This is an optimization exercise on Yosys and OpenROAD, whose aim is small area, a short achievable clock period and few clock cycles per item, not a production implementation. In this exercise RTL edits were held to simulation tests only and were not proved equivalent to the original. Power and IR drop assume default switching activity.

v6:
## SSE
module SSE (
	input  logic        clk,
	input  logic        rst,
	input  logic        in_valid,
	input  logic        in_last,
	input  logic [31:0] A,
	input  logic [31:0] B,
	output logic        in_ready,
	output logic        out_valid,
	output logic [31:0] Y
);
==> flow/config.mk <==
export PLATFORM = sky130hd
export DESIGN_NAME = SSE
export DESIGN_NICKNAME = SSE
export VERILOG_FILES = /design/flow/design.v
export SDC_FILE = /design/flow/constraint.sdc
export NUM_CORES = 4
export LEC_CHECK = 0
export CAP_MARGIN = 20
export CORE_MARGIN = 2
export CORE_UTILIZATION = 55
export CTS_CLUSTER_DIAMETER = 100
export CTS_CLUSTER_SIZE = 26
export PLACE_DENSITY = 0.72
export SETUP_SLACK_MARGIN = 5
export SLEW_MARGIN = 20
export SYNTH_HIERARCHICAL = 1
export SYNTH_MINIMUM_KEEP_SIZE = 0
==> flow/constraint.sdc <==
create_clock -name core_clock -period 10.0 [get_ports {clk}]
set_input_delay 2.0000 -clock core_clock [delete_from_list [all_inputs] [get_ports {clk}]]
set_output_delay 2.0000 -clock core_clock [all_outputs]
set_load 0.01 [all_outputs]
standard.sh (not shown) runs the stock make flow with config.mk's settings and CLKGATE_MAP_FILE= SYNTH_SCRIPT=/design/flow/synth_recipe.tcl, a recipe that flattens the netlist after the stock synthesis.
==> flow/flow/run.sh <==
#!/bin/bash
set -euo pipefail
bash standard.sh SETUP_SLACK_MARGIN=6.2 "BUFFER_PORTS_ARGS=-buffer_cell sky130_fd_sc_hd__buf_1" finish > standard.log 2>&1
v6: PASS, flow complete, no timing, DRC or antenna violations
Testbench counts of v6, summed over its fixed seeds: cycles 8,146, items 8,082.
Input-level comparison between v38 and v6:
==> flow/flow/run.sh <==
#!/bin/bash
set -euo pipefail
bash standard.sh SETUP_SLACK_MARGIN=6.0 "BUFFER_PORTS_ARGS=-buffer_cell sky130_fd_sc_hd__buf_1" finish > standard.log 2>&1
## What came out
- There was hardly any difference in worst-case hold slack between v6 and v38.
- From v6 to v38 the numbers moved as follows: clock transition time at the flip-flop clock pins of the worst setup and hold paths level, number of I/O pins level, non-clock inverter count in the final layout level.
[inputs] v46 vs v38
- CTS_CLUSTER_SIZE changed from 26 to 30
==> flow/flow/run.sh <==
#!/bin/bash
set -euo pipefail
bash standard.sh SETUP_SLACK_MARGIN=5.8 "BUFFER_PORTS_ARGS=-buffer_cell sky130_fd_sc_hd__buf_1" finish > standard.log 2>&1
Results
- v46 ends up with a first-pass GRT wire length that is 0.45% lower than in v38.
- Taking v38 as the reference, in v46 leakage power went down by 0.26 nW; normalized max-slew margin went up by 4.5 points; global-route usage over all layers was more or less identical; worst hold-check slack went up by 5.1 ps; first-iteration DRC count went down by about 4%.
- Going from v38 to v46, the filler cell count in the final layout was found to have gone up by about 1.1%.
- In v46 relative to v38, count of clock-buffer cells in the layout had gone down by a little under 10%.
- After detailed routing, v38 needs more wire than v46.
- On total clock buffers created by CTS, the higher figure sits with v38, not v46.
Input-level comparison between v21 and v46:
- CTS_CLUSTER_SIZE: 30 -> 26
Results
- The final layout from v46, which completed every stage, passed the timing, design-rule and antenna checks at the end of the flow.
- v21 finished every stage and its layout cleared the timing, design-rule and antenna checks.
- Area added between synthesis and finish, v21 and v46: smaller value in v21
- v46 has a lower final worst-path setup slack than v21.
- | area taken by multi-input logic gates | v21 vs v46 | ≈ equal |
- First-pass GRT wire length: lower on v21
- When the final numbers for v21 and v46 were put side by side, the global-route track usage on met3 turned out to be smaller in v21.
- v21 vs v46 — overall power dropped slightly
- Where routed wire length is concerned, v46 is outperformed by v21.
- Time the final worst path needs with I/O delays and setup, v21 and v46, lower one = v21.


Another version of the RTL of SSE (not shown whole).
Size: about 3600 cells after synthesis, about 100 I/O pins.
==> flow/design.v (excerpt) <==
module SSE (
	input  logic        clk,
	input  logic        rst,
	input  logic        in_valid,
	input  logic        in_last,
	input  logic [31:0] A,
	input  logic [31:0] B,
	output logic        in_ready,
	output logic        out_valid,
	output logic [31:0] Y
);
export LEC_CHECK = 0
export CAP_MARGIN = 20
export CORE_MARGIN = 2
export CORE_UTILIZATION = 40
export PLACE_DENSITY = 0.6
export SETUP_SLACK_MARGIN = 5
export SLEW_MARGIN = 20
export SYNTH_HIERARCHICAL = 1
export SYNTH_MINIMUM_KEEP_SIZE = 0
create_clock -name core_clock -period 10.0 [get_ports {clk}]
==> flow/flow/run.sh <==
#!/bin/bash
set -euo pipefail
bash standard.sh SETUP_SLACK_MARGIN=5.6 "BUFFER_PORTS_ARGS=-buffer_cell sky130_fd_sc_hd__buf_1" finish > standard.log 2>&1
Testbench counts at the start, summed over its fixed seeds: cycles 8,146, items 8,082.
==> next run, changes <==
CTS_CLUSTER_DIAMETER = 100   (was not set)
CTS_CLUSTER_SIZE = 30   (was not set)
Non-clock buffer count stays the same.
Wire length drops by 1.1%.
Clock power drops by about 36%.
Cell area goes down by 2.1%.
Power came out lower by about 5%.
Utilization shrinks by 0.92 points.
Hold slack degrades by 0.0072 ns.

## afterwards: timing with drivers on the ports
The flow's constraints put no driver on any port. The routed layouts listed below were extracted and timed again, unchanged, in two steps.
Step 1, drivers: a clkbuf_16 drives clk and a buf_2 each remaining input, both assumed.
Step 2 times the ports against the registers' clock, not the clock port: input delays grow and output delays shrink by t, the midpoint of the rising clock arrivals with the driver on.
a / b / c = ideal ports / drivers / drivers and shift; a / b = the first two.
| run | shift t [ns] | slack for setup (ns) | worst hold slack (ns) | cell pins on the clock port's net |
|---|---|---|---|---|
| v6 | 0.647 | 5.974 / 6.013 / 5.366 | 0.330 / 0.330 / 0.330 | 1 |
| v38 | 0.635 | 5.981 / 6.025 / 5.389 | 0.330 / 0.330 / 0.330 | 1 |
| v46 | 0.647 | 5.858 / 5.901 / 5.254 | 0.335 / 0.335 / 0.335 | 1 |
| v21 | 0.631 | 5.880 / 5.906 / 5.290 | 0.330 / 0.330 / 0.330 | 1 |
| the first run of note 2 | 0.644 | 5.688 / 5.724 / 5.085 | 0.325 / 0.325 / 0.325 | 1 |
| the second run of note 2 | 0.645 | 5.699 / 5.731 / 5.096 | 0.318 / 0.318 / 0.318 | 1 |
After both steps every run listed still meets setup and hold. The setup slack of v6, which loses most, moves by +0.039 ns with the drivers and by -0.608 ns with both steps.
